Context: an optimization exercise on an open-source flow, tuned for small area and a short achievable clock period. The choices shown serve that exercise and are no tape-out recipe.
Where RTL was checked, it was by simulation tests only, not by an equivalence proof against the original.
No functional check of the RTL was part of runs 3 to 6.
Power and IR drop assume default switching activity.

[flow/config.mk]
export PLATFORM = sky130hd
export DESIGN_NAME = apb_top
export DESIGN_NICKNAME = apb_top
export VERILOG_FILES = /design/flow/design.v
export SDC_FILE = /design/flow/constraint.sdc
export NUM_CORES = 4
export LEC_CHECK = 0
export CAP_MARGIN = 20
export CORE_MARGIN = 2
export CORE_UTILIZATION = 40
export PLACE_DENSITY = 0.6
export SLEW_MARGIN = 20
[flow/run.sh]
#!/bin/bash
# synth_recipe.tcl (not shown) runs the flow's synth.tcl, then flattens the netlist and writes it again
# the make line also repeats each setting of config.mk as NAME=value (left out here)
make -C /OpenROAD-flow-scripts/flow DESIGN_CONFIG=/design/flow/config.mk WORK_HOME=/design/flow/orfs CLKGATE_MAP_FILE= SYNTH_SCRIPT=/design/flow/synth_recipe.tcl finish
[flow/constraint.sdc]
create_clock -name core_clock -period 5.0 [get_ports {PCLK}]
set_input_delay 1.0000 -clock core_clock [delete_from_list [all_inputs] [get_ports {PCLK}]]
set_output_delay 1.0000 -clock core_clock [all_outputs]
set_load 0.01 [all_outputs]
[flow/design.v]
module master_apb #(parameter ADDR_WIDTH=8, parameter DATA_WIDTH =8, parameter STATE=2 )(
input PCLK,
input PRESETn,
input [ADDR_WIDTH-1:0] apb_write_paddr,
input [DATA_WIDTH-1:0] apb_write_data,
input [ADDR_WIDTH-1:0] apb_read_paddr,
input READ_WRITE,
input PREADY,
input transfer,
input [DATA_WIDTH-1:0] PRDATA,
output PWRITE,
output reg PSEL,
output reg PENABLE,
output [ADDR_WIDTH-1:0] PADDR,
output reg[DATA_WIDTH-1:0] PWDATA,
output reg [DATA_WIDTH-1:0] apb_read_data_out
);
parameter IDLE=2'b00;
parameter SETUP=2'b01;
parameter ACCESS=2'b11;
reg [STATE-1:0] current_state,next_state;
wire [DATA_WIDTH-1:0] temp_read;
always @(posedge PCLK or negedge PRESETn)
begin
if(!PRESETn)
current_state<=IDLE;
else
current_state<=next_state;
end
always @(*)
begin
case (current_state)
IDLE: 
begin
if(transfer==1'b1)
next_state=SETUP;
else
next_state=IDLE;
end
SETUP:
begin
next_state=ACCESS;
end
ACCESS:
begin
if(PREADY==1'b1&&transfer==1'b1)
next_state=SETUP;
else if(PREADY==1'b1&&transfer==1'b0)
next_state=IDLE;
else
next_state=ACCESS;
end
default:
next_state=IDLE;
endcase
end
always@(*)
begin
PWDATA='b0;
case(current_state)
IDLE:
begin
PSEL=1'b0;
PENABLE=1'b0;
end
SETUP:
begin
PSEL=1'b1;
PENABLE=1'b0;
PWDATA=apb_write_data;
end
ACCESS:
begin
PSEL=1'b1;
PENABLE=1'b1;
PWDATA=apb_write_data;
end
default:
begin
PSEL=1'b0;
PENABLE=1'b0;
end
endcase
end
always @(posedge PCLK or negedge PRESETn)
begin
if(!PRESETn)
apb_read_data_out<='b0;
else if (current_state==ACCESS && PWRITE==1'b0)
apb_read_data_out<=PRDATA;
end
assign PWRITE=READ_WRITE;
assign PADDR= READ_WRITE?apb_write_paddr:apb_read_paddr;
endmodule
module RAM_slave #(parameter ADDRESS=8, parameter DATA=8, parameter LOCATION=64, parameter STATES=3)(
input PWRITE,PCLK,PRESETn,
input PSEL1,
input PENABLE,
input [ADDRESS-1:0] paddr,
input [DATA-1:0] pwdata,
output reg [DATA-1:0] prdata,
output reg PREADY
);
parameter IDLE=2'b00;
parameter TRANSFER=2'b01;
parameter WRITE=2'b11;
parameter READ=2'b10;
localparam AW=$clog2(LOCATION);
reg [STATES-1:0] current_state,next_state;
reg [DATA-1:0] memory [0:LOCATION-1];
integer i;
always @(posedge PCLK or negedge PRESETn )
begin
if(!PRESETn)
current_state<=IDLE;
else
current_state<=next_state;
end
always @(*)
begin
case (current_state)
IDLE: 
if(PSEL1==1'b1)
next_state=TRANSFER;
else 
next_state=IDLE;
TRANSFER:
next_state=IDLE;
default:
next_state=IDLE;
endcase
end
always @(*)
if(!PRESETn)
begin
prdata='b0;
PREADY=1'b0;
end
else
begin
    case(current_state)
    IDLE:
    begin
        prdata='b0;
        PREADY=1'b0;
    end
    TRANSFER:
    begin
        PREADY=1'b1;
	if(PWRITE==1'b0)
	if(paddr<LOCATION)
	prdata=memory[paddr[AW-1:0]];
	else
	prdata='b0;	
        else
	 prdata='b0;
    end
default:
begin
prdata='b0;
        PREADY=1'b0;
end
    endcase
end
always @(posedge PCLK or negedge PRESETn)
begin
if(!PRESETn)
begin
    for(i=0;i<LOCATION;i=i+1)
    memory[i]<='b0;
end
else if(current_state==TRANSFER&&PWRITE==1'b1&&paddr<LOCATION)
memory[paddr[AW-1:0]]<=pwdata;
end
endmodule
module apb_top #(parameter ADDRESS=8, parameter DATA =8, parameter LOCATION=64)(
input PCLK,PRESETn,transfer,READ_WRITE,
input [ADDRESS-1:0] apb_write_paddr,apb_read_paddr,
input [DATA-1:0] apb_write_data,
output [DATA-1:0] apb_read_data_out);
wire PWRITE;
wire PREADY;
wire PSEL1;
wire PENABLE;
wire [ADDRESS-1:0] paddr;
wire [DATA-1:0] pwdata,prdata;
master_apb #(.ADDR_WIDTH(ADDRESS),.DATA_WIDTH(DATA)) master(
.PCLK(PCLK),
.PRESETn(PRESETn),
.apb_write_paddr(apb_write_paddr),
.apb_write_data(apb_write_data),
.apb_read_paddr(apb_read_paddr),
.READ_WRITE(READ_WRITE),
.PREADY(PREADY),
.transfer(transfer),
.PRDATA(prdata),
.PWRITE(PWRITE),
.PSEL(PSEL1),
.PENABLE(PENABLE),
.PADDR(paddr),
.PWDATA(pwdata),
.apb_read_data_out(apb_read_data_out));
RAM_slave #(.ADDRESS(ADDRESS),.DATA(DATA), .LOCATION(LOCATION)) slave_dut (
.PWRITE(PWRITE),
.PCLK(PCLK),
.PRESETn(PRESETn),
.PSEL1(PSEL1),
.PENABLE(PENABLE),
.paddr(paddr),
.pwdata(pwdata),
.prdata(prdata),
.PREADY(PREADY)
);
endmodule
==> flow_summary.ini, run 1 <==
[status]
outcome = complete, no violations

[timing]
setup-violations-final = 0
fin_crit_sh_pct = 88.80
period_minus_slack_ns = 4.440
achievable-frequency_mhz = 225.2
final_max_slew_viol_count = 0
grt_setup_unrepaired = false
worst_slew_pin_slew_ns = 1.149
clock-skew-final_ns = 0.01773
relSlewSlack_pct = 23.43
fin_tns_setup_ns = 0
report.final.hold_viol_count = 0
setup_slack_ns = 0.5602

[worst_setup_path]
maximum_fanout_encountered_on_the_critical_timing_path = 23
ff2ff_setup_slack_ns = 1.50
reg_to_reg_start = master.current_state[0]$_DFF_PN0_
worst_path_max_delay_cell = sky130_fd_sc_hd__clkdlybuf4s50_1
critical_path.endpoint = master.apb_read_data_out[2]$_DFFE_PN0P_
reg2reg_to = master.apb_read_data_out[5]$_DFFE_PN0P_
reg2reg_depth = 6
critPathMostFrequentCell = sky130_fd_sc_hd__buf_4
cp-startpoint = READ_WRITE
path_class = in -> reg
critical_path_arrival_ns = 4.96
critPathRequiredTime_ns = 5.52
worstSetupStartpointType = input port
max_stage_delay_ns = 0.63
cp_cell_sequence = clkdlybuf4s50_1 > buf_4 > or3b_1 > nand2_4 > buf_12 > buf_4 > a22oi_1 > o22ai_1 > nor3_1 > nand4_1 > o41a_1
crit_path_end_kind = flop

[clock_tree]
cts_buffers = 57
clk-insertion-delay-late_ns = 0.64
worst_setup_hold_path_clk_slew_ns = 0.06
numClockSinks = 523
ctsHtreeMaxLevel = 2
cts.hold.buffers_added = 0
clock_tree.buffer_depth = 3
tritoncts_clock_tree = built
cts_root_buffer = sky130_fd_sc_hd__clkbuf_16
cts_resized = 0
post_cts_buffers = 0

[global_route]
antenna_found_initial = 3
global_route.usage.total_pct = 35.05
grt_start_max_net_pins = 154
grt_first_pass_wirelength_um = 147200
first_global_vias = 19480
globalRouteOverflowTotal = 0

[floorplan]
floorplan.die.height_um = 242.9
io_pins = 36
dieWidth_um = 242.9
core.rowCount = 87
die_ar_um2 = 58990
initial_core_util_pct = 40.48
placeableCoreArea_um2 = 56390

[drt]
antenna_violating_nets_post_route = 0
drt_pre_antenna_iters = 6
viasPerCell = 6.251
drt_drc = 0
wire_per_inst_um = 31.70
totalWireLength_um = 103100
vias = 20340
detailedRoute.firstIterationViolations = 2760

[synthesis]
yosys_register_bits = 523
ys_seq_area_share_pct = 57.33
synthDistinctLibCells = 67
mapped_area_um2 = 22830
ys_async_sr_fraction_pct = 100.0
synthCells = 2427
yosysWarningCount = 3
synth_area_per_cell_um2 = 9.405
synth-edff-count = 0
yosys_most_used_dff = sky130_fd_sc_hd__dfrtp_1

[layout]
instances_no_fill = 3253
final_nets = 2479
layout_overhead_on_the_synthesized_area_pct = 15.45
final_layout_size_suffix_gt1_share_pct = 10.14
final_core_util_pct = 46.74

[power]
leakage_nw = 11.09
power_density_nw_per_um2 = 378.0
post-layout-total-power_w = 0.009962
ir_drop_mv = 0.5240

[min_path]
timing.hold.worst.class = in -> async

[placement]
placed_cells = 3147
place.detailed.hpwl_um = 71380
detailedPlace.worstSlack_ns = 0.07269
place_congestion = 1.011
port-buffer-count = 35

[run]
maxCapViolCount = 0
kinds of logic after synthesis:
kind of cell           count (synthesis)  share of synthesized area [%]
AO/OA/AOI/OAI                        868                          23.38
AND/OR/NAND/NOR                      837                          15.64
flip-flops                           523                          57.33
buffers and inverters                199                          3.645
routing by layer:
layer  routed length [µm]  up-vias  GRT usage [%]
met5                   18        -              0
met4                 6998        2          19.88
met3                10410      299          8.879
met2                43970     1246          51.17
met1                41730    10060          47.53
li1                     -     8731              -
layout make-up:
type,count,area (µm²)
repair buffers,162,1464
well taps,756,945.9
flip-flops and latches,523,13090
clock buffers,81,1658
clock inverters,21,239.0
inverters,2,7.507
diodes,3,7.507
multi-input cells,1705,8944
fillers,5507,30030
synth_stat cells, types with 21 or more instances:
master / count / area (µm²)
sky130_fd_sc_hd__nor2_1: 27 / 101.4
sky130_fd_sc_hd__nand2_1: 640 / 2402
sky130_fd_sc_hd__o21ai_0: 528 / 2643
sky130_fd_sc_hd__a22o_1: 23 / 201.4
sky130_fd_sc_hd__a32o_1: 21 / 210.2
sky130_fd_sc_hd__a22oi_1: 125 / 938.4
sky130_fd_sc_hd__nand4_1: 32 / 200.2
sky130_fd_sc_hd__dfrtp_1: 523 / 13090
sky130_fd_sc_hd__buf_2: 37 / 185.2
sky130_fd_sc_hd__nand3_1: 57 / 285.3
sky130_fd_sc_hd__a32oi_1: 28 / 245.2
sky130_fd_sc_hd__o22ai_1: 34 / 212.7
sky130_fd_sc_hd__clkbuf_1: 146 / 548.0
how the worst min path moves through the flow:
stage,startpoint,endpoint,slack [ns]
finish,PRESETn,slave_dut.memory[18][2]$_DFFE_PN0P_,0.34
global route,PRESETn,slave_dut.memory[18][2]$_DFFE_PN0P_,0.38
CTS,PRESETn,slave_dut.memory[18][2]$_DFFE_PN0P_,0.37
detailed placement,slave_dut.memory[0][4]$_DFFE_PN0P_,slave_dut.memory[0][4]$_DFFE_PN0P_,0.47
global placement,slave_dut.memory[23][1]$_DFFE_PN0P_,slave_dut.memory[23][1]$_DFFE_PN0P_,0.46
floorplan,master.current_state[1]$_DFF_PN0_,master.current_state[0]$_DFF_PN0_,0.44
state kept, by name, indices dropped and copies added (netlist names):
signal / count
master.apb_read_data_out: 8
master.current_state: 2
slave_dut.current_state: 1
slave_dut.memory: 512
metrics by stage:
| step | hold slack (ns) | area [µm²] |
|---|---|---|
| CTS | 0.3670 | 26310 |
| global placement | 0.4579 | 24410 |
| global route | 0.3771 | 26350 |
| floorplan | 0.4401 | 22830 |
| detailed placement | 0.4680 | 24420 |
| finish | 0.3418 | 26350 |
cells in the final DEF, fill, tap and decap left out, types with 14 or more instances in the layout:
master,Yosys,final
sky130_fd_sc_hd__dfrtp_1,523,523
sky130_fd_sc_hd__nor2_1,27,27
sky130_fd_sc_hd__a21oi_1,20,20
sky130_fd_sc_hd__a32oi_1,28,28
sky130_fd_sc_hd__a32o_1,21,21
sky130_fd_sc_hd__nor4_1,14,14
sky130_fd_sc_hd__buf_4,4,114
sky130_fd_sc_hd__nand2_1,640,630
sky130_fd_sc_hd__clkbuf_16,0,58
sky130_fd_sc_hd__nand4_1,32,32
sky130_fd_sc_hd__clkdlybuf4s50_1,0,34
sky130_fd_sc_hd__a22o_1,23,22
sky130_fd_sc_hd__nand3_1,57,57
sky130_fd_sc_hd__a22oi_1,125,125
sky130_fd_sc_hd__o21ai_0,528,528
sky130_fd_sc_hd__o22ai_1,34,34
power by group:
group,total [W],internal (W),switching [W]
clock,0.00432,0.00250,0.00181
combinational,0.00115,0.000191,0.000954
sequential,0.00450,0.00436,0.000138
critical path, delay by kind of cell:
family | cells | cell delay (ns)
compound gates | 3 | 1.08
buf+inv | 4 | 1.34
simple gates | 4 | 1.51
==> run 2: changes to the inputs <==
--- a/flow/config.mk
+++ b/flow/config.mk
@@ -9,4 +9,5 @@
 export CORE_MARGIN = 2
 export CORE_UTILIZATION = 40
 export PLACE_DENSITY = 0.6
+export SETUP_SLACK_MARGIN = 2.5
 export SLEW_MARGIN = 20
==> run 2 against run 1 <==
- wire length grew 12%
- critical endpoint is now master.apb_read_data_out[3]$_DFFE_PN0P_
- highest routed layer unchanged
- core utilization grew 7.3 points
- fmax grew 51%
- synthesized cell count is the same
==> flow_summary.ini, run 2 <==
[drt]
wire_per_inst_um = 33.71
vias = 22040
viasPerCell = 6.432
drt_drc = 0
detailedRoute.firstIterationViolations = 3067
antenna_violating_nets_post_route = 0
drt_pre_antenna_iters = 8
totalWireLength_um = 115500

[synthesis]
synthTopCellsByArea = sky130_fd_sc_hd__dfrtp_1 57%, sky130_fd_sc_hd__o21ai_0 12%, sky130_fd_sc_hd__nand2_1 11%, sky130_fd_sc_hd__a22oi_1 4.1%, sky130_fd_sc_hd__clkbuf_1 2.4%
compound_gate_portion_of_the_synthesized_area_pct = 23.38
synth_adder_area_share_pct = 0
mapped_area_um2 = 22830
synth.cells.most_frequent = 640 x sky130_fd_sc_hd__nand2_1, 528 x sky130_fd_sc_hd__o21ai_0, 523 x sky130_fd_sc_hd__dfrtp_1, 146 x sky130_fd_sc_hd__clkbuf_1, 125 x sky130_fd_sc_hd__a22oi_1
yosys_register_bits = 523
ys_seq_area_share_pct = 57.33
synthCells = 2427
yosysWarningCount = 3
synth_top_family_by_area = compound AO/OA/AOI/OAI gates
synth_top_cell_area_share_pct = 57.33
share_of_the_synthesized_netlist_area_taken_by_xor_and_xnor_gates_pct = 0
ys_async_sr_fraction_pct = 100.0
synth.area.mux_share_pct = 0
yosys.area_share.simple_pct = 15.64
synth_area_per_cell_um2 = 9.405
yosys_most_used_dff = sky130_fd_sc_hd__dfrtp_1
dominant_cell_by_count_in_the_synthesized_netlist = sky130_fd_sc_hd__nand2_1
synthDistinctLibCells = 67
synth-edff-count = 0
synth_largest_area_cell = sky130_fd_sc_hd__dfrtp_1

[layout]
postLayoutCellArea_um2 = 30480
largest_reg_flops = 512
multi_input_area_um2 = 11130
register_area_um2 = 13090
nFillCells = 5100
final_layout_size_suffix_gt1_share_pct = 26.11
final_nets = 2655
most-common-layout-cells = 564 x sky130_fd_sc_hd__nand2_1, 521 x sky130_fd_sc_hd__dfrtp_1, 391 x sky130_fd_sc_hd__o21ai_0
register_name_with_the_most_flops = slave_dut.memory
mostFrequentLayoutCell = sky130_fd_sc_hd__nand2_1
largestRegisters = slave_dut.memory (512), master.apb_read_data_out (8), master.current_state (2)
layout_overhead_on_the_synthesized_area_pct = 33.52

[status]
outcome = complete, no violations

[clock_tree]
numClockSinks = 523
clk-insertion-delay-late_ns = 0.65
worst_setup_hold_path_clk_slew_ns = 0.06
tritoncts_clock_tree = built
clock_tree.buffer_depth = 3
cts_root_buffer = sky130_fd_sc_hd__clkbuf_16
ctsHtreeMaxLevel = 2
cts_buffers = 57

[run]
maxCapViolCount = 0

[timing]
achievable-frequency_mhz = 339.4
setup-violations-final = 0
relSlewSlack_pct = 30.43
fin_crit_sh_pct = 58.94
worst_slew_pin_slew_ns = 1.044
final_max_slew_viol_count = 0
setup_slack_ns = 2.053
clock-skew-final_ns = 0.02654
report.final.hold_viol_count = 0
period_minus_slack_ns = 2.947
fin_tns_setup_ns = 0
grt_setup_unrepaired = true

[worst_setup_path]
crit_path_end_kind = flop
reg2reg_to = slave_dut.memory[32][5]$_DFFE_PN0P_
critPathRequiredTime_ns = 5.53
cp-startpoint = apb_write_paddr[0]
path_class = in -> reg
reg2reg_depth = 3
maximum_fanout_encountered_on_the_critical_timing_path = 8
critPathMostFrequentCell = sky130_fd_sc_hd__buf_4
cp_cell_sequence = buf_2 > nand3b_1 > buf_6 > nand2_8 > buf_4 > buf_4 > a21oi_1 > nor2_1 > a311oi_2 > buf_4 > nand4_1 > o41a_1
worstSetupStartpointType = input port
ff2ff_setup_slack_ns = 2.66
max_stage_delay_ns = 0.43
critical_path_arrival_ns = 3.47
worst_path_max_delay_cell = sky130_fd_sc_hd__o41a_1
reg_to_reg_start = master.current_state[0]$_DFF_PN0_

[floorplan]
core.rowCount = 87
initial_core_util_pct = 40.48
dieWidth_um = 242.9
die_ar_um2 = 58990
io_pins = 36
placeableCoreArea_um2 = 56390
floorplan.die.height_um = 242.9

[global_route]
grt_start_max_net_pins = 135
globalRouteOverflowTotal = 0
grt.met1_usage_pct = 51.18
first_global_vias = 20720
grt_first_pass_wirelength_um = 160900
global_routing_met3_resource_utilization_pct = 13.21
antenna_found_initial = 5
grt_use_met2_pct = 54.52
global_route.usage.total_pct = 38.45
gr-max-usage-layer = met2

[placement]
placed_standard_cell_area_um2 = 24700
port-buffer-count = 35
place_congestion = 0.9973
place.detailed.hpwl_um = 72850
detailedPlace.worstSlack_ns = -0.1688

[power]
ir_drop_mv = 0.3196
leakage_nw = 13.01
power_density_nw_per_um2 = 348.7

[min_path]
timing.hold.worst.class = in -> async
-- run 2: logic make-up after synthesis --
| group | count (synthesis) |
|---|---|
| buf+inv | 199 |
| flops | 523 |
| compound gates | 868 |
| simple gates | 837 |
-- run 2: area by class of cell --
class                   count  share of cell area (%)
clock buffers              77                   5.292
inverters                   2                 0.02463
diodes                      1                0.008211
multi-input cells        1718                   36.52
clock inverters            24                   1.285
well taps                 756                   3.104
flip-flops and latches    523                   42.95
repair buffers            325                   10.82
-- run 2: stage by stage --
| step | util, % | power (W) | hold slack [ns] | cells |
|---|---|---|---|---|
| final | 54.05 | 0.01063 | 0.3195 | 3426 |
| after global placement | 43.76 | 0.005709 | 0.4559 | 3138 |
| after CTS | 51.92 | 0.01049 | 0.3555 | 3367 |
| after floorplan | - | 0.005029 | 0.4401 | 2427 |
| after detailed placement | 43.81 | 0.005732 | 0.4659 | 3139 |
| after global routing | 54.05 | 0.01089 | 0.3857 | 3426 |
-- run 2: worst max path at each step --
stage / end / slack (ns)
after global placement: master.apb_read_data_out[3]$_DFFE_PN0P_ / -0.15
final: master.apb_read_data_out[3]$_DFFE_PN0P_ / 2.05
after CTS: master.apb_read_data_out[3]$_DFFE_PN0P_ / 2.13
after detailed placement: master.apb_read_data_out[3]$_DFFE_PN0P_ / -0.17
after floorplan: master.apb_read_data_out[2]$_DFFE_PN0P_ / 2.07
after global routing: master.apb_read_data_out[3]$_DFFE_PN0P_ / 2.08
-- run 2: layer usage --
metal,vias up,part of all wire [%],routed length [µm]
met1,10860,38,44460
met5,-,0.17,192
met3,438,13,14790
met2,1562,41,47330
li1,9172,-,-
met4,8,7.5,8710
-- run 2: critical path, delay by kind of cell --
| kind | cells | cell delay, ns |
|---|---|---|
| buffers and inverters | 5 | 1.03 |
| AND/OR/NAND/NOR | 4 | 0.52 |
| AO/OA/AOI/OAI | 3 | 0.90 |
-- run 2: timing repair --
item,in CTS,in global routing
endpoints found under the setup margin,528,350
pin swaps,76,79
gates resized for setup,360,162
buffers inserted,112,52
hold buffers,0,0
gates cloned,15,6
-- run 2: where the power goes --
group / internal, W / switching (W)
registers: 0.00436 / 0.000132
logic: 0.000361 / 0.00115
clock network: 0.00277 / 0.00186
==> run 3: changes to the inputs <==
==> flow/design.v (replaced) <==
module master_apb #(parameter ADDR_WIDTH=8, parameter DATA_WIDTH =8)(
input PCLK,
input PRESETn,
input READ_WRITE,
input transfer,
input [DATA_WIDTH-1:0] PRDATA,
output reg PENABLE,
output reg [DATA_WIDTH-1:0] apb_read_data_out
);
reg setup_q;
always @(posedge PCLK or negedge PRESETn)
begin
if(!PRESETn)
begin
setup_q<=1'b0;
PENABLE<=1'b0;
end
else
begin
setup_q<=transfer&~setup_q;
PENABLE<=setup_q;
end
end
always @(posedge PCLK or negedge PRESETn)
begin
if(!PRESETn)
apb_read_data_out<='b0;
else if (PENABLE && !READ_WRITE)
apb_read_data_out<=PRDATA;
end
endmodule
module RAM_slave #(parameter ADDRESS=8, parameter DATA=8, parameter LOCATION=64)(
input PCLK,PRESETn,
input PENABLE,
input PWRITE,
input [ADDRESS-1:0] waddr,
input [ADDRESS-1:0] raddr,
input [DATA-1:0] pwdata,
output [DATA-1:0] prdata
);
localparam AW=$clog2(LOCATION);
reg [DATA-1:0] memory [0:LOCATION-1];
wire wr = PENABLE & PWRITE & (waddr < LOCATION);
genvar g;
generate
for (g=0; g<LOCATION; g=g+1) begin : loc
always @(posedge PCLK or negedge PRESETn)
begin
if(!PRESETn)
memory[g]<='b0;
else if(wr && waddr[AW-1:0]==g)
memory[g]<=pwdata;
end
end
endgenerate
assign prdata = (raddr < LOCATION) ? memory[raddr[AW-1:0]] : {DATA{1'b0}};
endmodule
module apb_top #(parameter ADDRESS=8, parameter DATA =8, parameter LOCATION=64)(
input PCLK,PRESETn,transfer,READ_WRITE,
input [ADDRESS-1:0] apb_write_paddr,apb_read_paddr,
input [DATA-1:0] apb_write_data,
output [DATA-1:0] apb_read_data_out);
wire PENABLE;
wire [DATA-1:0] prdata;
master_apb #(.ADDR_WIDTH(ADDRESS),.DATA_WIDTH(DATA)) master(
.PCLK(PCLK),
.PRESETn(PRESETn),
.READ_WRITE(READ_WRITE),
.transfer(transfer),
.PRDATA(prdata),
.PENABLE(PENABLE),
.apb_read_data_out(apb_read_data_out));
RAM_slave #(.ADDRESS(ADDRESS),.DATA(DATA), .LOCATION(LOCATION)) slave_dut (
.PCLK(PCLK),
.PRESETn(PRESETn),
.PENABLE(PENABLE),
.PWRITE(READ_WRITE),
.waddr(apb_write_paddr),
.raddr(apb_read_paddr),
.pwdata(apb_write_data),
.prdata(prdata)
);
endmodule
==> run 3 against run 2 <==
- clock power shrank 3%
- largest power group unchanged
- combinational power shrank 57%
- still clean on timing, DRC and antenna
- first-iteration DRC count shrank 16%
- register-to-register slack gained 0.06 ns
- critical path type unchanged
==> flow_summary.ini, run 3 <==
[layout]
postLayoutCellArea_um2 = 30360
layout_overhead_on_the_synthesized_area_pct = 26.78
final_layout_size_suffix_gt1_share_pct = 51.94
largestRegisters = slave_dut.memory (512), master.apb_read_data_out (8)
register_name_with_the_most_flops = slave_dut.memory
largest_reg_flops = 512
most-common-layout-cells = 515 x sky130_fd_sc_hd__dfrtp_1, 488 x sky130_fd_sc_hd__mux2_2, 153 x sky130_fd_sc_hd__buf_4
mostFrequentLayoutCell = sky130_fd_sc_hd__dfrtp_1
final_core_util_pct = 51.34
final_nets = 2068

[clock_tree]
ctsHtreeMaxLevel = 2
tritoncts_clock_tree = built
numClockSinks = 522
cts.hold.buffers_added = 0
worst_setup_hold_path_clk_slew_ns = 0.07
clock_tree.buffer_depth = 3
cts_buffers = 57
clk-insertion-delay-late_ns = 0.64
cts_root_buffer = sky130_fd_sc_hd__clkbuf_16

[drt]
detailedRoute.firstIterationViolations = 2585
drt_pre_antenna_iters = 8
vias = 19210
antenna_violating_nets_post_route = 0
wire_per_inst_um = 38.52
totalWireLength_um = 110200
viasPerCell = 6.713
drt_drc = 0

[synthesis]
yosys.area_share.simple_pct = 11.01
synth_top_family_by_area = multiplexers
ys_async_sr_fraction_pct = 100.0
synthTopCellsByArea = sky130_fd_sc_hd__dfrtp_1 55%, sky130_fd_sc_hd__mux2_2 24%, sky130_fd_sc_hd__nand3_1 2.8%, sky130_fd_sc_hd__a32oi_1 2.7%, sky130_fd_sc_hd__clkbuf_1 1.6%
synthDistinctLibCells = 65
synth_adder_area_share_pct = 0
synthCells = 1882
yosysWarningCount = 3
yosys_most_used_dff = sky130_fd_sc_hd__dfrtp_1
ys_seq_area_share_pct = 54.55
synth_largest_area_cell = sky130_fd_sc_hd__dfrtp_1
synth.area.mux_share_pct = 24.34
mapped_area_um2 = 23950
synth_area_per_cell_um2 = 12.72
dominant_cell_by_count_in_the_synthesized_netlist = sky130_fd_sc_hd__dfrtp_1
share_of_the_synthesized_netlist_area_taken_by_xor_and_xnor_gates_pct = 0
compound_gate_portion_of_the_synthesized_area_pct = 7.138
yosys_register_bits = 522
synth_top_cell_area_share_pct = 54.55
synth-edff-count = 0
synth.cells.most_frequent = 522 x sky130_fd_sc_hd__dfrtp_1, 515 x sky130_fd_sc_hd__mux2_2, 135 x sky130_fd_sc_hd__nand3_1, 105 x sky130_fd_sc_hd__clkbuf_1, 73 x sky130_fd_sc_hd__a32oi_1

[floorplan]
die_ar_um2 = 61840
floorplan.die.height_um = 248.7
placeableCoreArea_um2 = 59130
core.rowCount = 89
io_pins = 36
initial_core_util_pct = 40.50
dieWidth_um = 248.7

[worst_setup_path]
worstSetupStartpointType = input port
maximum_fanout_encountered_on_the_critical_timing_path = 8
critical_path_arrival_ns = 3.14
crit_path_end_kind = flop
path_class = in -> reg
critPathRequiredTime_ns = 5.51

[timing]
achievable-frequency_mhz = 380.2
final_max_slew_viol_count = 0
relSlewSlack_pct = 24.18
fin_crit_sh_pct = 52.61
grt_setup_unrepaired = true
hold_ws_ns = 0.3852
period_minus_slack_ns = 2.630
report.final.hold_viol_count = 0
clock-skew-final_ns = 0.02945
setup-violations-final = 0
worst_slew_pin_slew_ns = 1.137

[min_path]
timing.hold.worst.class = reg -> reg

[placement]
placed_standard_cell_area_um2 = 25820
place.detailed.hpwl_um = 71570
place_congestion = 1.012
port-buffer-count = 35

[global_route]
antenna_found_initial = 3
grt_start_max_net_pins = 101
globalRouteOverflowTotal = 0
grt_first_pass_wirelength_um = 152800
first_global_vias = 18880
global_route.usage.total_pct = 35.10

[status]
outcome = complete, no violations

[power]
power_density_nw_per_um2 = 312.8
ir_drop_mv = 0.2755
leakage_nw = 14.87

[run]
maxCapViolCount = 0
## run 3: final cells by class
cell class | instances | area, µm²
sequential | 522 | 13070
fill | 5007 | 28770
antenna | 3 | 7.507
inverter | 2 | 7.507
clock inverter | 22 | 250.2
timing repair buffer | 254 | 2623
multi-input combinational | 1203 | 11710
tap | 773 | 967.2
clock buffer | 82 | 1720
## run 3: report_power, final
| group | internal (W) | switching (W) | leakage, nW |
|---|---|---|---|
| Clock | 0.00263 | 0.00185 | 0.978 |
| Combinational | 0.000210 | 0.000442 | 6.65 |
| Sequential | 0.00430 | 0.0000570 | 7.25 |
| Total | 0.00715 | 0.00235 | 14.9 |
## run 3: worst paths after layout
| path | start | end | slack [ns] | cells past startpoint |
|---|---|---|---|---|
| hold reg to reg | master.setup_q$_DFF_PN0_ | master.PENABLE$_DFF_PN0_ | 0.39 | 0 |
| setup reg to reg | slave_dut.memory[30][1]$_DFFE_PN0P_ | master.apb_read_data_out[1]$_DFFE_PN0P_ | 2.72 | 7 |
| min in group asynchronous | PRESETn | slave_dut.memory[7][5]$_DFFE_PN0P_ | 0.45 | 1 |
| max in group asynchronous | PRESETn | slave_dut.memory[0][2]$_DFFE_PN0P_ | 3.28 | 2 |
| setup / recovery | apb_read_paddr[5] | master.apb_read_data_out[1]$_DFFE_PN0P_ | 2.37 | 12 |
| hold / removal | master.setup_q$_DFF_PN0_ | master.PENABLE$_DFF_PN0_ | 0.39 | 0 |
## run 3: kinds of logic after synthesis
family          Yosys count
flops                   522
simple gates            471
mux                     518
compound gates          210
buf+inv                 161
## run 3: routing by layer
layer | GRT usage (%) | share of wire, % | wire, µm
met3 | 10.24 | 12 | 12930
met1 | 46.16 | 38 | 42220
met4 | 22.65 | 8.2 | 9068
met5 | 0 | 0.026 | 29
met2 | 50.59 | 42 | 45960
## run 3: stage by stage
step / total power, W / worst slack [ns] / std cells / setup TNS (ns)
global placement: 0.004951 / -0.04636 / 2633 / -0.04636
global route: 0.009727 / 2.407 / 2858 / 0
detailed placement: 0.004960 / 0.2959 / 2633 / 0
floorplan: 0.004668 / 2.232 / 1882 / 0
finish: 0.009496 / 2.370 / 2861 / 0
CTS: 0.009476 / 2.325 / 2829 / 0
## run 3: what timing repair did
action                                  in CTS  in global routing
resized for setup                          259                116
endpoints found under the setup margin     514                304
pin swaps                                   33                 36
setup buffers                               85                 28
cloned                                       7                  1
## run 3: worst max-delay path, cell delays in order
cell and delay [ns]:
sky130_fd_sc_hd__buf_12 0.12, sky130_fd_sc_hd__buf_12 0.13, sky130_fd_sc_hd__buf_12 0.12, sky130_fd_sc_hd__buf_6 0.12, sky130_fd_sc_hd__nand2_8 0.10, sky130_fd_sc_hd__nor2_1 0.06, sky130_fd_sc_hd__buf_4 0.16, sky130_fd_sc_hd__a2111oi_4 0.36
sky130_fd_sc_hd__buf_4 0.17, sky130_fd_sc_hd__nand4_1 0.38, sky130_fd_sc_hd__nor4_2 0.33, sky130_fd_sc_hd__o21ai_1 0.09
==> run 4: changes to the inputs <==
--- a/flow/design.v
+++ b/flow/design.v
@@ -40,7 +40,21 @@
 );
 localparam AW=$clog2(LOCATION);
 reg [DATA-1:0] memory [0:LOCATION-1];
-wire wr = PENABLE & PWRITE & (waddr < LOCATION);
+reg wr_pend;
+reg [AW-1:0] wr_addr;
+reg [DATA-1:0] wr_data;
+always @(posedge PCLK or negedge PRESETn)
+begin
+if(!PRESETn)
+wr_pend<=1'b0;
+else
+wr_pend<=PENABLE & PWRITE & (waddr < LOCATION);
+end
+always @(posedge PCLK)
+begin
+wr_addr<=waddr[AW-1:0];
+wr_data<=pwdata;
+end
 genvar g;
 generate
 for (g=0; g<LOCATION; g=g+1) begin : loc
@@ -48,8 +62,8 @@
 begin
 if(!PRESETn)
 memory[g]<='b0;
-else if(wr && waddr[AW-1:0]==g)
-memory[g]<=pwdata;
+else if(wr_pend && wr_addr==g)
+memory[g]<=wr_data;
 end
 end
 endgenerate
==> run 4 against run 3 <==
- clock power fell by 1%
- global-route usage rose by 1.2 points
- critical path type unchanged
- still clean on timing, DRC and antenna
- largest power group is now sequential cells
- highest routed layer unchanged
- first-iteration DRC count fell by 5.2%
==> flow_summary.ini, run 4 <==
[power]
power_density_nw_per_um2 = 328.1
leakage_nw = 14.00
ir_drop_mv = 0.2655

[timing]
setup_slack_ns = 2.379
clock-skew-final_ns = 0.01969
fin_crit_sh_pct = 52.41
setup-violations-final = 0
report.final.hold_viol_count = 0
grt_setup_unrepaired = true
relSlewSlack_pct = 21.72
achievable-frequency_mhz = 381.6
fin_tns_setup_ns = 0
period_minus_slack_ns = 2.621
final_max_slew_viol_count = 0
worst_slew_pin_slew_ns = 1.173

[worst_setup_path]
cp-startpoint = apb_read_paddr[1]
reg_to_reg_start = slave_dut.wr_addr[1]$_DFF_P_
worstSetupStartpointType = input port
critical_path_arrival_ns = 3.13
cpLargestDelayFamily = simple AND/OR/NAND/NOR gates
cp_cell_sequence = buf_12 > buf_16 > nand4b_1 > nor2_4 > a22oi_2 > nand4_1 > or4_4 > o31a_1
reg2reg_depth = 4
max_stage_delay_ns = 0.49
maximum_fanout_encountered_on_the_critical_timing_path = 8
reg2reg_to = slave_dut.memory[2][1]$_DFFE_PN0P_
ff2ff_setup_slack_ns = 2.44
worst_path_max_delay_cell = sky130_fd_sc_hd__or4_4
critPathRequiredTime_ns = 5.51
path_class = in -> reg
critical_path.endpoint = master.apb_read_data_out[3]$_DFFE_PN0P_
path_buf_inv = 2
crit_path_end_kind = flop
path_depth = 8

[synthesis]
synthCells = 1838
mapped_area_um2 = 23830
dominant_cell_by_count_in_the_synthesized_netlist = sky130_fd_sc_hd__dfrtp_1
synthTopCellsByArea = sky130_fd_sc_hd__dfrtp_1 55%, sky130_fd_sc_hd__mux2_2 24%, sky130_fd_sc_hd__a22oi_1 3.0%, sky130_fd_sc_hd__a32oi_1 2.8%, sky130_fd_sc_hd__nand3_1 1.7%
synth.cells.most_frequent = 523 x sky130_fd_sc_hd__dfrtp_1, 515 x sky130_fd_sc_hd__mux2_2, 97 x sky130_fd_sc_hd__nand2_1, 94 x sky130_fd_sc_hd__a22oi_1, 92 x sky130_fd_sc_hd__clkbuf_1
ys_seq_area_share_pct = 56.09
yosys_register_bits = 537
synth_largest_area_cell = sky130_fd_sc_hd__dfrtp_1
synthDistinctLibCells = 56
yosysWarningCount = 3
yosys_most_used_dff = sky130_fd_sc_hd__dfrtp_1
synth_area_per_cell_um2 = 12.97
ys_async_sr_fraction_pct = 97.39
synth-edff-count = 0
synth_top_cell_area_share_pct = 54.91

[clock_tree]
cts.hold.buffers_added = 0
worst_setup_hold_path_clk_slew_ns = 0.06
cts_buffers = 58
cts_root_buffer = sky130_fd_sc_hd__clkbuf_16
clock_tree.buffer_depth = 3
numClockSinks = 537
ctsHtreeMaxLevel = 2
clk-insertion-delay-late_ns = 0.64
tritoncts_clock_tree = built

[layout]
mostFrequentLayoutCell = sky130_fd_sc_hd__dfrtp_1
register_name_with_the_most_flops = slave_dut.memory
layout_overhead_on_the_synthesized_area_pct = 21.61
largest_reg_flops = 512
final_nets = 1991
final_core_util_pct = 49.20
nFillCells = 5145
postLayoutCellArea_um2 = 28980
instances_no_fill = 2782
largestRegisters = slave_dut.memory (512), master.apb_read_data_out (8), slave_dut.wr_data (8)
final_layout_size_suffix_gt1_share_pct = 46.17
most-common-layout-cells = 520 x sky130_fd_sc_hd__dfrtp_1, 515 x sky130_fd_sc_hd__mux2_2, 119 x sky130_fd_sc_hd__buf_4

[floorplan]
placeableCoreArea_um2 = 58910
core.rowCount = 89
dieWidth_um = 248.1
initial_core_util_pct = 40.46
io_pins = 36
die_ar_um2 = 61550
floorplan.die.height_um = 248.1

[status]
outcome = complete, no violations

[min_path]
hold_path.startpoint = master.setup_q$_DFF_PN0_
timing.hold.worst.class = reg -> reg

[drt]
antenna_violating_nets_post_route = 0
drt_pre_antenna_iters = 6
vias = 18480
drt_drc = 0
totalWireLength_um = 110400
wire_per_inst_um = 39.67
viasPerCell = 6.644
detailedRoute.firstIterationViolations = 2450

[placement]
place.detailed.hpwl_um = 73670
place_congestion = 1.009
port-buffer-count = 35
placed_standard_cell_area_um2 = 25490
detailedPlace.worstSlack_ns = 0.3412
placed_cells = 2600

[global_route]
antenna_found_initial = 3
globalRouteOverflowTotal = 0
first_global_vias = 18230
grt_start_max_net_pins = 92
global_route.usage.total_pct = 36.30
grt_first_pass_wirelength_um = 151900

[run]
maxCapViolCount = 0
[run 4: cell families (layout without fill, tap and decap cells)]
family / count (synthesis) / after routing / share of synthesized area, %
AOI/OAI and AO/OA: 228 / 228 / 7.623
buffers and inverters: 130 / 299 / 2.263
DFF: 537 / 537 / 56.09
muxes: 520 / 520 / 24.54
other: 0 / 1 / 0
and+or+nand+nor: 423 / 424 / 9.481
[run 4: where the power goes]
part,switching [W],internal [W],total (W),leakage [nW]
Clock,0.00186,0.00257,0.00442,0.953
Combinational,0.000380,0.000198,0.000578,5.66
Sequential,0.0000765,0.00443,0.00451,7.39
Total,0.00231,0.00720,0.00951,14.0
[run 4: worst register-to-register path: cells and delay by family, from the launching register on]
kind	cells	cell delay, ns
DFF	1	0.47
muxes	1	0.45
and+or+nand+nor	3	1.55
[run 4: layout make-up]
| cell class | count | area, µm² | area share (%) |
|---|---|---|---|
| repair buffers | 194 | 2033 | 7.015 |
| flip-flops and latches | 537 | 13380 | 46.17 |
| diodes | 1 | 2.502 | 0.008634 |
| clock buffers | 84 | 1710 | 5.901 |
| clock inverters | 21 | 221.5 | 0.7641 |
| multi-input cells | 1172 | 10670 | 36.81 |
| well taps | 773 | 967.2 | 3.337 |
[run 4: layer usage]
| metal | up-vias | track usage (%) | part of all wire [%] |
|---|---|---|---|
| li1 | 7178 | - | - |
| met1 | 9855 | 49.19 | 41 |
| met2 | 1151 | 54.29 | 43 |
| met3 | 297 | 7.283 | 9.2 |
| met4 | 2 | 20.97 | 7.0 |
| met5 | - | 0 | 0.010 |
[run 4: worst min-delay path by stage]
stage	end	slack (ns)	cells after the start
after floorplan	master.PENABLE$_DFF_PN0_	0.35	0
after detailed placement	master.PENABLE$_DFF_PN0_	0.37	0
after global routing	master.PENABLE$_DFF_PN0_	0.38	0
final	master.PENABLE$_DFF_PN0_	0.36	0
after CTS	master.PENABLE$_DFF_PN0_	0.36	0
after global placement	master.PENABLE$_DFF_PN0_	0.36	0
[run 4: per-stage QoR]
stage | hold slack [ns] | power (W)
6_report | 0.3625 | 0.009510
3_3_place_gp | 0.3622 | 0.005045
3_5_place_dp | 0.3656 | 0.005054
4_1_cts | 0.3644 | 0.009521
2_1_floorplan | 0.3543 | 0.004751
5_1_grt | 0.3837 | 0.009747
[run 4: what timing repair did]
item,CTS,global route
endpoints found under the setup margin,126,61
setup buffers,58,9
gates cloned,9,0
resized for setup,196,38
pin swaps,44,23
==> run 5: changes to the inputs <==
--- a/flow/config.mk
+++ b/flow/config.mk
@@ -5,6 +5,7 @@
 export SDC_FILE = /design/flow/constraint.sdc
 export NUM_CORES = 4
 export LEC_CHECK = 0
+export ABC_CLOCK_PERIOD_IN_PS = 1500
 export CAP_MARGIN = 20
 export CORE_MARGIN = 2
 export CORE_UTILIZATION = 40
==> run 5 against run 4 <==
- still clean on timing, DRC and antenna
- die area is the same
- register-to-register slack barely moved
- worst hold slack did not move
- final cell count did not move
- combinational power about the same
- critical path type unchanged
==> flow_summary.ini, run 5 <==
[status]
outcome = complete, no violations

[drt]
wl_met3_um = 10100
drt_pre_antenna_iters = 6
totalWireLength_um = 110400
topRoutingLayerUsed = met5
wl_met2_um = 47770
wire_per_inst_um = 39.67
drt_drc = 0
vias = 18480
viasPerCell = 6.644
antenna_violating_nets_post_route = 0
detailedRoute.firstIterationViolations = 2450
route.layer.met1.wl_um = 44790

[timing]
worst_slew_pin_slew_ns = 1.173
achievable-frequency_mhz = 381.6
setup-violations-final = 0
fin_crit_sh_pct = 52.41
grt_setup_unrepaired = true
final_max_slew_viol_count = 0
fin_tns_setup_ns = 0
relSlewSlack_pct = 21.72
clock-skew-final_ns = 0.01969
period_minus_slack_ns = 2.621
report.final.hold_viol_count = 0

[layout]
largest_reg_flops = 512
most-common-layout-cells = 520 x sky130_fd_sc_hd__dfrtp_1, 515 x sky130_fd_sc_hd__mux2_2, 119 x sky130_fd_sc_hd__buf_4
final_nets = 1991
largestRegisters = slave_dut.memory (512), master.apb_read_data_out (8), slave_dut.wr_data (8)
register_area_um2 = 13380
register_name_with_the_most_flops = slave_dut.memory
mostFrequentLayoutCell = sky130_fd_sc_hd__dfrtp_1
multi_input_area_um2 = 10670
layout_overhead_on_the_synthesized_area_pct = 21.61
final_layout_size_suffix_gt1_share_pct = 46.17
nFillCells = 5145

[floorplan]
io_pins = 36
placeableCoreArea_um2 = 58910
core.rowCount = 89
dieWidth_um = 248.1
die_ar_um2 = 61550
floorplan.die.height_um = 248.1
initial_core_util_pct = 40.46

[global_route]
global_route.usage.total_pct = 36.30
grt_first_pass_wirelength_um = 151900
grt_start_max_net_pins = 92
antenna_found_initial = 3
globalRouteOverflowTotal = 0
first_global_vias = 18230

[synthesis]
mapped_area_um2 = 23830
ys_seq_area_share_pct = 56.09
synth-edff-count = 0
yosys_register_bits = 537
ys_async_sr_fraction_pct = 97.39
synth_area_per_cell_um2 = 12.97
synth.cells.most_frequent = 523 x sky130_fd_sc_hd__dfrtp_1, 515 x sky130_fd_sc_hd__mux2_2, 97 x sky130_fd_sc_hd__nand2_1, 94 x sky130_fd_sc_hd__a22oi_1, 92 x sky130_fd_sc_hd__clkbuf_1
synthTopCellsByArea = sky130_fd_sc_hd__dfrtp_1 55%, sky130_fd_sc_hd__mux2_2 24%, sky130_fd_sc_hd__a22oi_1 3.0%, sky130_fd_sc_hd__a32oi_1 2.8%, sky130_fd_sc_hd__nand3_1 1.7%
yosysWarningCount = 3
dominant_cell_by_count_in_the_synthesized_netlist = sky130_fd_sc_hd__dfrtp_1
synthCells = 1838
synthDistinctLibCells = 56
yosys_most_used_dff = sky130_fd_sc_hd__dfrtp_1
synth_largest_area_cell = sky130_fd_sc_hd__dfrtp_1
synth_top_cell_area_share_pct = 54.91

[clock_tree]
tritoncts_clock_tree = built
ctsHtreeMaxLevel = 2
numClockSinks = 537
cts.hold.buffers_added = 0
cts_root_buffer = sky130_fd_sc_hd__clkbuf_16
clock_tree.buffer_depth = 3
cts_buffers = 58
clk-insertion-delay-late_ns = 0.64
worst_setup_hold_path_clk_slew_ns = 0.06

[worst_setup_path]
critical_path_arrival_ns = 3.13
path_class = in -> reg
critPathRequiredTime_ns = 5.51
maximum_fanout_encountered_on_the_critical_timing_path = 8
worstSetupStartpointType = input port
crit_path_end_kind = flop

[placement]
place_congestion = 1.009
port-buffer-count = 35
place.detailed.hpwl_um = 73670

[min_path]
timing.hold.worst.class = reg -> reg

[power]
leakage_nw = 14.00
ir_drop_mv = 0.2655
post-layout-total-power_w = 0.009510
power_density_nw_per_um2 = 328.1

[run]
maxCapViolCount = 0
[run 5: cell counts in the layout (fill, tap and decap cells not counted)]
No cell type changed its count.
[run 5: cell type report]
| cell class | count | share of cell area, % |
|---|---|---|
| tap | 773 | 3.337 |
| multi-input combinational | 1172 | 36.81 |
| antenna | 1 | 0.008634 |
| clock inverter | 21 | 0.7641 |
| sequential | 537 | 46.17 |
| clock buffer | 84 | 5.901 |
| timing repair buffer | 194 | 7.015 |
[run 5: repair_timing]
action                                  CTS  global route
gates resized for setup                 196            38
setup buffers                            58             9
cloned                                    9             0
pin swaps                                44            23
endpoints found under the setup margin  126            61
[run 5: stage by stage]
| stage | util [%] | instances | hold WS (ns) | area (µm²) | setup WS [ns] |
|---|---|---|---|---|---|
| after floorplan | - | 1838 | 0.3543 | 23990 | 2.329 |
| after global placement | 43.24 | 2599 | 0.3622 | 25470 | 0.3974 |
| after detailed placement | 43.27 | 2600 | 0.3656 | 25490 | 0.3412 |
| after CTS | 48.81 | 2772 | 0.3644 | 28750 | 2.380 |
| after global routing | 49.20 | 2781 | 0.3837 | 28980 | 2.412 |
| final | 49.20 | 2782 | 0.3625 | 28980 | 2.379 |
[run 5: kinds of logic after synthesis]
| kind of cell | count (synthesis) | share of synthesized area (%) |
|---|---|---|
| buf+inv | 130 | 2.263 |
| flops | 537 | 56.09 |
| mux | 520 | 24.54 |
| compound gates | 228 | 7.623 |
| simple gates | 423 | 9.481 |
[run 5: path summary, 6_finish.rpt]
check,from,to,slack [ns],depth (start not counted)
worst min register to register,master.setup_q$_DFF_PN0_,master.PENABLE$_DFF_PN0_,0.36,0
max in group asynchronous,PRESETn,master.apb_read_data_out[0]$_DFFE_PN0P_,3.23,2
worst min-delay path,master.setup_q$_DFF_PN0_,master.PENABLE$_DFF_PN0_,0.36,0
worst max-delay path,apb_read_paddr[1],master.apb_read_data_out[3]$_DFFE_PN0P_,2.38,8
worst max register to register,slave_dut.wr_addr[1]$_DFF_P_,slave_dut.memory[2][1]$_DFFE_PN0P_,2.44,4
min in group asynchronous,PRESETn,slave_dut.memory[48][2]$_DFFE_PN0P_,0.39,1
[run 5: power breakdown]
| part | internal (W) | switching, W |
|---|---|---|
| logic | 0.000198 | 0.000380 |
| clock network | 0.00257 | 0.00186 |
| registers | 0.00443 | 0.0000765 |
[run 5: worst max-delay path, cell delays in order]
cell	delay, ns
sky130_fd_sc_hd__buf_12	0.12
sky130_fd_sc_hd__buf_16	0.15
sky130_fd_sc_hd__nand4b_1	0.30
sky130_fd_sc_hd__nor2_4	0.20
sky130_fd_sc_hd__a22oi_2	0.29
sky130_fd_sc_hd__nand4_1	0.31
sky130_fd_sc_hd__or4_4	0.49
sky130_fd_sc_hd__o31a_1	0.24
[run 5: layer usage]
metal | track usage, % | vias up
li1 | - | 7178
met1 | 49.19 | 9855
met2 | 54.29 | 1151
met3 | 7.283 | 297
met4 | 20.97 | 2
met5 | 0 | -
==> run 6: changes to the inputs <==
==> flow/config.mk (replaced) <==
export PLATFORM = sky130hd
export DESIGN_NAME = apb_top
export DESIGN_NICKNAME = apb_top
export VERILOG_FILES = /design/flow/design.v
export SDC_FILE = /design/flow/constraint.sdc
export NUM_CORES = 4
export LEC_CHECK = 0
export CAP_MARGIN = 20
export CORE_MARGIN = 2
export CORE_UTILIZATION = 40
export PLACE_DENSITY = 0.6
export SETUP_SLACK_MARGIN = 3.0
export SLEW_MARGIN = 20
==> run 6 against run 5 <==
- clock power barely moved
- largest power group unchanged
- non-clock buffer count unchanged
- critical endpoint is now master.apb_read_data_out[7]$_DFFE_PN0P_
- still clean on timing, DRC and antenna
- sequential cell count unchanged
- critical path type unchanged
==> flow_summary.ini, run 6 <==
[worst_setup_path]
critical_path_arrival_ns = 3.09
max_stage_delay_ns = 0.44
cp-startpoint = apb_read_paddr[4]
worst_path_max_delay_cell = sky130_fd_sc_hd__a2111o_1
cp_cell_sequence = buf_12 > buf_8 > buf_4 > nor2_4 > buf_12 > buf_4 > and3_1 > a2111o_1 > nor4_2 > and4b_1 > o21ai_1
reg_to_reg_start = slave_dut.wr_addr[3]$_DFF_P_
crit_path_end_kind = flop
worstSetupStartpointType = input port
maximum_fanout_encountered_on_the_critical_timing_path = 15
ff2ff_setup_slack_ns = 2.97
critPathRequiredTime_ns = 5.49
path_class = in -> reg

[timing]
achievable-frequency_mhz = 384.5
relSlewSlack_pct = 25.66
clock-skew-final_ns = 0.01913
period_minus_slack_ns = 2.601
setup_slack_ns = 2.399
fin_crit_sh_pct = 52.02
setup-violations-final = 0
fin_tns_setup_ns = 0
hold_ws_ns = 0.3910
report.final.hold_viol_count = 0
final_max_slew_viol_count = 0
grt_setup_unrepaired = true
worst_slew_pin_slew_ns = 1.115

[global_route]
globalRouteOverflowTotal = 0
global_route.usage.total_pct = 34.17
first_global_vias = 18200
antenna_found_initial = 3
grt_first_pass_wirelength_um = 144800
grt_start_max_net_pins = 110

[floorplan]
io_pins = 36
core.rowCount = 89
placeableCoreArea_um2 = 58910
initial_core_util_pct = 40.46
die_ar_um2 = 61550
dieWidth_um = 248.1
floorplan.die.height_um = 248.1

[drt]
drt_drc = 0
vias = 18540
detailedRoute.firstIterationViolations = 2468
drt_pre_antenna_iters = 6
totalWireLength_um = 105100
antenna_violating_nets_post_route = 0
viasPerCell = 6.645
wire_per_inst_um = 37.67

[synthesis]
ys_seq_area_share_pct = 56.09
share_of_the_synthesized_netlist_area_taken_by_xor_and_xnor_gates_pct = 0
yosys.area_share.simple_pct = 9.481
synthDistinctLibCells = 56
yosysWarningCount = 3
mapped_area_um2 = 23830
synth_adder_area_share_pct = 0
yosys_register_bits = 537
yosys_most_used_dff = sky130_fd_sc_hd__dfrtp_1
synth_area_per_cell_um2 = 12.97
synthTopCellsByArea = sky130_fd_sc_hd__dfrtp_1 55%, sky130_fd_sc_hd__mux2_2 24%, sky130_fd_sc_hd__a22oi_1 3.0%, sky130_fd_sc_hd__a32oi_1 2.8%, sky130_fd_sc_hd__nand3_1 1.7%
synthCells = 1838
synth.cells.most_frequent = 523 x sky130_fd_sc_hd__dfrtp_1, 515 x sky130_fd_sc_hd__mux2_2, 97 x sky130_fd_sc_hd__nand2_1, 94 x sky130_fd_sc_hd__a22oi_1, 92 x sky130_fd_sc_hd__clkbuf_1
synth_top_cell_area_share_pct = 54.91
synth.area.mux_share_pct = 24.54
synth_top_family_by_area = multiplexers
ys_async_sr_fraction_pct = 97.39
synth_largest_area_cell = sky130_fd_sc_hd__dfrtp_1
synth-edff-count = 0
dominant_cell_by_count_in_the_synthesized_netlist = sky130_fd_sc_hd__dfrtp_1
compound_gate_portion_of_the_synthesized_area_pct = 7.623

[layout]
largestRegisters = slave_dut.memory (512), master.apb_read_data_out (8), slave_dut.wr_data (8)
mostFrequentLayoutCell = sky130_fd_sc_hd__dfrtp_1
nFillCells = 5058
largest_reg_flops = 512
layout_overhead_on_the_synthesized_area_pct = 23.76
final_layout_size_suffix_gt1_share_pct = 49.23
final_nets = 1993
final_core_util_pct = 50.07
most-common-layout-cells = 518 x sky130_fd_sc_hd__dfrtp_1, 515 x sky130_fd_sc_hd__mux2_2, 103 x sky130_fd_sc_hd__buf_4
register_name_with_the_most_flops = slave_dut.memory

[clock_tree]
tritoncts_clock_tree = built
cts.hold.buffers_added = 0
numClockSinks = 537
ctsHtreeMaxLevel = 2
clock_tree.buffer_depth = 3
clk-insertion-delay-late_ns = 0.63
worst_setup_hold_path_clk_slew_ns = 0.06
cts_root_buffer = sky130_fd_sc_hd__clkbuf_16
cts_buffers = 57

[placement]
port-buffer-count = 35
detailedPlace.worstSlack_ns = 0.4912
place.detailed.hpwl_um = 67860
place_congestion = 1.041

[run]
maxCapViolCount = 0

[status]
outcome = complete, no violations

[min_path]
timing.hold.worst.class = in -> async

[power]
power_density_nw_per_um2 = 322.3
ir_drop_mv = 0.3048
post-layout-total-power_w = 0.009506
leakage_nw = 14.26
[run 6: report_power, final]
group	internal [W]	switching (W)
Combinational	0.000182	0.000381
Sequential	0.00443	0.0000755
Clock	0.00262	0.00182
[run 6: area by class of cell]
cell class                      count  area (µm²)  area share [%]
Clock buffer                       93        1774           6.015
Antenna cell                        4       10.01         0.03394
Tap cell                          773       967.2           3.279
Clock inverter                     14       182.7          0.6194
Multi-Input combinational cell   1175       11040           37.42
Timing Repair Buffer              194        2128           7.216
Sequential cell                   537       13400           45.42
[run 6: kinds of logic (layout without fill, tap and decap cells)]
| group | count (synthesis) | in the layout |
|---|---|---|
| DFF | 537 | 537 |
| muxes | 520 | 520 |
| AOI/OAI and AO/OA | 228 | 228 |
| other | 0 | 4 |
| and+or+nand+nor | 423 | 427 |
| buffers and inverters | 130 | 301 |
[run 6: through the flow]
| step | instances | instance area (µm²) |
|---|---|---|
| 4_1_cts | 2759 | 28810 |
| 6_report | 2790 | 29490 |
| 2_1_floorplan | 1838 | 24020 |
| 5_1_grt | 2786 | 29480 |
| 3_3_place_gp | 2586 | 25380 |
| 3_5_place_dp | 2586 | 25400 |
[run 6: path summary, 6_finish.rpt]
check / cells after the start / end
worst min-delay path: 1 / master.setup_q$_DFF_PN0_
worst max-delay path: 11 / master.apb_read_data_out[7]$_DFFE_PN0P_
max in group asynchronous: 2 / slave_dut.memory[35][1]$_DFFE_PN0P_
worst max register to register: 5 / slave_dut.memory[61][7]$_DFFE_PN0P_
min in group core_clock: 0 / master.PENABLE$_DFF_PN0_
worst min register to register: 0 / master.PENABLE$_DFF_PN0_
[run 6: timing repair]
item | in CTS | in global routing
buffers inserted | 62 | 25
endpoints found under the setup margin | 471 | 423
gates resized for setup | 273 | 80
gates cloned | 4 | 2
pin swaps | 38 | 33
[run 6: routing by layer]
layer | track usage [%] | vias up | share of wire [%] | wire (µm)
met5 | 0 | - | 0.0095 | 10
met4 | 20.83 | 2 | 7.6 | 7979
met2 | 49.30 | 1305 | 42 | 44290
met1 | 44.67 | 9686 | 38 | 40260
met3 | 11.05 | 366 | 12 | 12550
li1 | - | 7181 | - | -
[run 6: critical path: cells and delay by family]
family                 cells  cell delay (ns)
AND/OR/NAND/NOR            4             0.90
buffers and inverters      5             0.68
AO/OA/AOI/OAI              2             0.50
==> run 7: changes to the inputs <==
--- a/flow/design.v
+++ b/flow/design.v
@@ -38,10 +38,9 @@
 input [DATA-1:0] pwdata,
 output [DATA-1:0] prdata
 );
-localparam AW=$clog2(LOCATION);
-reg [DATA-1:0] memory [0:LOCATION-1];
+reg [DATA-1:0] memory [0:63];
 reg wr_pend;
-reg [AW-1:0] wr_addr;
+reg [5:0] wr_addr;
 reg [DATA-1:0] wr_data;
 always @(posedge PCLK or negedge PRESETn)
 begin
@@ -52,22 +51,64 @@
 end
 always @(posedge PCLK)
 begin
-wr_addr<=waddr[AW-1:0];
+wr_addr<=waddr[5:0];
 wr_data<=pwdata;
 end
-genvar g;
+wire [7:0] w_row, w_bank;
+onehot8 w_row_dec (.en(wr_pend), .a(wr_addr[2:0]), .y(w_row));
+onehot8 w_bank_dec (.en(1'b1), .a(wr_addr[5:3]), .y(w_bank));
+wire [7:0] r_row, r_bank;
+onehot8 r_row_dec (.en(1'b1), .a(raddr[2:0]), .y(r_row));
+onehot8 r_bank_dec (.en(raddr[ADDRESS-1:6] == 0), .a(raddr[5:3]), .y(r_bank));
+genvar g, b;
 generate
-for (g=0; g<LOCATION; g=g+1) begin : loc
+for (g=0; g<64; g=g+1) begin : loc
+wire we = w_bank[g/8] & w_row[g%8];
+wire nwe = ~(w_bank[g/8] & w_row[g%8]);
+wire [DATA-1:0] d;
+for (b=0; b<DATA; b=b+1) begin : bc
+ram_bit_next nxt (.we(we), .nwe(nwe), .wd(wr_data[b]), .q(memory[g][b]), .d(d[b]));
+end
 always @(posedge PCLK or negedge PRESETn)
 begin
 if(!PRESETn)
 memory[g]<='b0;
-else if(wr_pend && wr_addr==g)
-memory[g]<=wr_data;
+else
+memory[g]<=d;
 end
 end
+for (b=0; b<DATA; b=b+1) begin : rbit
+wire [7:0] bank_data;
+for (g=0; g<8; g=g+1) begin : bank
+sel8 s (.sel(r_row), .d({memory[8*g+7][b], memory[8*g+6][b], memory[8*g+5][b], memory[8*g+4][b],
+                         memory[8*g+3][b], memory[8*g+2][b], memory[8*g+1][b], memory[8*g][b]}),
+        .y(bank_data[g]));
+end
+sel8 s (.sel(r_bank), .d(bank_data), .y(prdata[b]));
+end
 endgenerate
-assign prdata = (raddr < LOCATION) ? memory[raddr[AW-1:0]] : {DATA{1'b0}};
+endmodule
+module ram_bit_next (
+input we, nwe,
+input wd,
+input q,
+output d
+);
+assign d = (q & nwe) | (wd & we);
+endmodule
+module onehot8 (
+input en,
+input [2:0] a,
+output [7:0] y
+);
+assign y = en ? (8'b1 << a) : 8'b0;
+endmodule
+module sel8 (
+input [7:0] sel,
+input [7:0] d,
+output y
+);
+assign y = |(sel & d);
 endmodule
 module apb_top #(parameter ADDRESS=8, parameter DATA =8, parameter LOCATION=64)(
 input PCLK,PRESETn,transfer,READ_WRITE,
--- a/flow/config.mk
+++ b/flow/config.mk
@@ -8,6 +8,8 @@
 export CAP_MARGIN = 20
 export CORE_MARGIN = 2
 export CORE_UTILIZATION = 40
+export CTS_BUF_LIST = sky130_fd_sc_hd__clkbuf_4 sky130_fd_sc_hd__clkbuf_8
 export PLACE_DENSITY = 0.6
-export SETUP_SLACK_MARGIN = 3.0
+export SETUP_SLACK_MARGIN = 2.5
 export SLEW_MARGIN = 20
+export SYNTH_HIERARCHICAL = 1
==> run 7 against run 6 <==
- setup slack improved by 0.046 ns
- combinational power shrank about 40%
- worst hold slack about the same
- sequential power shrank 0.9%
- clock skew up 0.017 ns
- critical path depth is 3 lower
- critical endpoint is now master.apb_read_data_out[4]$_DFFE_PN0P_
- final area fell by 14%
==> flow_summary.ini, run 7 <==
[layout]
register_area_um2 = 13380
mostFrequentLayoutCell = sky130_fd_sc_hd__dfrtp_1
final_antenna_diode_count = 0
largest_reg_flops = 512
nFillCells = 4770
register_name_with_the_most_flops = slave_dut.memory
most-common-layout-cells = 519 x sky130_fd_sc_hd__dfrtp_1, 512 x sky130_fd_sc_hd__a22o_1, 269 x sky130_fd_sc_hd__a22oi_1
largestRegisters = slave_dut.memory (512), master.apb_read_data_out (8), slave_dut.wr_data (8)
final_layout_size_suffix_gt1_share_pct = 14.45
multi_input_area_um2 = 8559
layout_overhead_on_the_synthesized_area_pct = 16.35
final_core_util_pct = 47.11
final_nets = 1790

[placement]
port-buffer-count = 35
place_congestion = 0.8896
place.detailed.hpwl_um = 44160

[drt]
drt_pre_antenna_iters = 6
vias = 17060
detailedRoute.firstIterationViolations = 2274
viasPerCell = 6.761
drt_drc = 0
totalWireLength_um = 74590
wire_per_inst_um = 29.56
antenna_violating_nets_post_route = 0

[floorplan]
dieWidth_um = 237.6
io_pins = 36
initial_core_util_pct = 40.49
die_ar_um2 = 56470
placeableCoreArea_um2 = 53920
floorplan.die.height_um = 237.6
core.rowCount = 85

[synthesis]
synth_top_cell_area_share_pct = 59.94
dominant_cell_by_count_in_the_synthesized_netlist = sky130_fd_sc_hd__dfrtp_1
synthCells = 1599
yosys_register_bits = 537
synth_largest_area_cell = sky130_fd_sc_hd__dfrtp_1
mapped_area_um2 = 21830
synthDistinctLibCells = 20
synth.cells.most_frequent = 523 x sky130_fd_sc_hd__dfrtp_1, 512 x sky130_fd_sc_hd__a22o_1, 288 x sky130_fd_sc_hd__a22oi_1, 72 x sky130_fd_sc_hd__nand4_1
synthTopCellsByArea = sky130_fd_sc_hd__dfrtp_1 60%, sky130_fd_sc_hd__a22o_1 21%, sky130_fd_sc_hd__a22oi_1 9.9%, sky130_fd_sc_hd__nand4_1 2.1%, sky130_fd_sc_hd__and2_1 1.8%
ys_seq_area_share_pct = 61.22
synth-edff-count = 0
yosysWarningCount = 10
yosys_most_used_dff = sky130_fd_sc_hd__dfrtp_1
ys_async_sr_fraction_pct = 97.39
synth_area_per_cell_um2 = 13.66

[min_path]
timing.hold.worst.class = reg -> reg
holdPathStages = 0
hold_path.startpoint = master.setup_q$_DFF_PN0_
min_delay_endpoint = master.PENABLE$_DFF_PN0_

[power]
power_density_nw_per_um2 = 352.5
leakage_nw = 11.51
ir_drop_mv = 0.1847

[clock_tree]
numClockSinks = 537
tritoncts_clock_tree = built
cts.hold.buffers_added = 0
clock_tree.buffer_depth = 3
clk-insertion-delay-late_ns = 0.71
cts_buffers = 90
ctsHtreeMaxLevel = 3
cts_root_buffer = sky130_fd_sc_hd__clkbuf_8
worst_setup_hold_path_clk_slew_ns = 0.06

[worst_setup_path]
critPathRequiredTime_ns = 5.57
critical_path_arrival_ns = 3.13
reg2reg_to = slave_dut.memory[2][5]$_DFF_PN0_
ff2ff_setup_slack_ns = 2.72
path_class = in -> reg
reg2reg_depth = 3
maximum_fanout_encountered_on_the_critical_timing_path = 35
reg_to_reg_start = slave_dut.wr_addr[1]$_DFF_P_
worstSetupStartpointType = input port
crit_path_end_kind = flop

[timing]
period_minus_slack_ns = 2.555
grt_setup_unrepaired = false
relSlewSlack_pct = 27.93
fin_crit_sh_pct = 51.10
achievable-frequency_mhz = 391.4
fin_tns_setup_ns = 0
worst_slew_pin_slew_ns = 1.081
setup-violations-final = 0
report.final.hold_viol_count = 0
clock-skew-final_ns = 0.03627
final_max_slew_viol_count = 0

[run]
maxCapViolCount = 0

[global_route]
grt_first_pass_wirelength_um = 112000
globalRouteOverflowTotal = 0
grt_start_max_net_pins = 120
first_global_vias = 16880
global_route.usage.total_pct = 26.44
antenna_found_initial = 1

[status]
outcome = complete, no violations
-- run 7: cell types whose count changed after synthesis, sizes merged, moves of 42 or more --
cell / delta
a22o: +504
and2: +52
nor2: -63
a32oi: -75
mux2: -507
a22oi: +194
clkbuf: -93
and3: -42
nand3: -82
-- run 7: through the flow --
stage / hold slack [ns] / setup WS (ns) / power, W / instances / cell area [µm²]
2_1_floorplan: 0.3543 / 1.641 / 0.004628 / 1614 / 21900
3_3_place_gp: 0.3666 / 0.9771 / 0.004857 / 2352 / 23210
3_5_place_dp: 0.3839 / 0.9418 / 0.004864 / 2352 / 23210
4_1_cts: 0.3966 / 2.492 / 0.009014 / 2519 / 25300
5_1_grt: 0.4147 / 2.496 / 0.009270 / 2523 / 25400
6_report: 0.3910 / 2.445 / 0.008954 / 2523 / 25400
-- run 7: metal layers --
| metal | track usage, % | wire length (µm) |
|---|---|---|
| met1 | 38.04 | 32340 |
| met2 | 38.45 | 32780 |
| met3 | 6.678 | 6671 |
| met4 | 10.14 | 2796 |
| met5 | 0 | 0 |
-- run 7: logic make-up (layout without fill, tap and decap cells) --
group	count (synthesis)	in the layout	synth area share, %
other	1	16	0.01717
DFF	537	537	61.22
and+or+nand+nor	236	242	6.894
AOI/OAI and AO/OA	800	800	30.44
buffers and inverters	17	224	0.8767
muxes	8	8	0.5501
-- run 7: layout make-up --
cell class | instances | share of cell area [%]
Sequential cell | 537 | 52.68
Multi-Input combinational cell | 1066 | 33.69
Clock buffer | 143 | 6.984
Tap cell | 696 | 3.428
Timing Repair Buffer | 67 | 2.694
Clock inverter | 14 | 0.5221
-- run 7: how the worst max path moves through the flow --
stage / endpoint / startpoint / cells past startpoint
finish: master.apb_read_data_out[4]$_DFFE_PN0P_ / apb_read_paddr[1] / 8
global placement: master.apb_read_data_out[1]$_DFFE_PN0P_ / apb_read_paddr[2] / 8
floorplan: master.apb_read_data_out[0]$_DFFE_PN0P_ / apb_read_paddr[0] / 6
CTS: master.apb_read_data_out[7]$_DFFE_PN0P_ / apb_read_paddr[0] / 8
global route: master.apb_read_data_out[4]$_DFFE_PN0P_ / apb_read_paddr[1] / 8
detailed placement: master.apb_read_data_out[1]$_DFFE_PN0P_ / apb_read_paddr[2] / 8
-- run 7: critical path: stages --
cell                      delay [ns]
sky130_fd_sc_hd__buf_4          0.24
sky130_fd_sc_hd__and4b_4        0.34
sky130_fd_sc_hd__buf_4          0.30
sky130_fd_sc_hd__a22oi_1        0.26
sky130_fd_sc_hd__nand4_1        0.16
sky130_fd_sc_hd__a22oi_1        0.39
sky130_fd_sc_hd__nand4_1        0.14
sky130_fd_sc_hd__mux2_4         0.27
-- run 7: modules after synthesis, one instance, submodules excluded, a selection --
module | cells inside | times used | area (µm²) | flip-flops and latches
sel8 | 5 | 72 | 36.28 | 0
onehot8 | 8 | 4 | 95.09 | 0
ram_bit_next | 1 | 512 | 8.758 | 0
-- run 7: repair_timing --
| action | in CTS | in global routing |
|---|---|---|
| setup buffers | 5 | 3 |
| pin swaps | 8 | 3 |
| gates cloned | 5 | 1 |
| endpoints found under the setup margin | 16 | 7 |
| resized for setup | 55 | 10 |
-- run 7: where the power goes --
group          switching, W  internal (W)  total, W
logic              0.000246     0.0000898  0.000336
clock network       0.00184       0.00230   0.00415
registers         0.0000754       0.00440   0.00447
total               0.00216       0.00679   0.00895

static timing again, ports no longer ideal:
The results above use ideal ports. As a check the final layouts listed here were re-extracted and re-timed, cells and wires unchanged. Step 1, drivers: a clkbuf_16 drives PCLK and a buf_2 each remaining input, both assumed. Step 2 also shifts input and output timing later by t, the mid clock arrival at the registers, as if the neighbouring blocks saw the same clock. Three values: ideal ports, drivers, drivers and shift; two values: the first two.
run | t (ns) | setup slack, ns
run 1 | 0.693 | 0.560 / 0.585 / -0.108
run 2 | 0.705 | 2.053 / 2.057 / 1.352
run 3 | 0.686 | 2.370 / 2.378 / 1.692
run 4 | 0.687 | 2.379 / 2.307 / 1.620
run 5 | 0.687 | 2.379 / 2.307 / 1.620
run 6 | 0.690 | 2.399 / 2.398 / 1.708
run 7 | 0.740 | 2.445 / 2.471 / 1.730
Met with ideal ports but missed after step 2: setup timing in run 1.
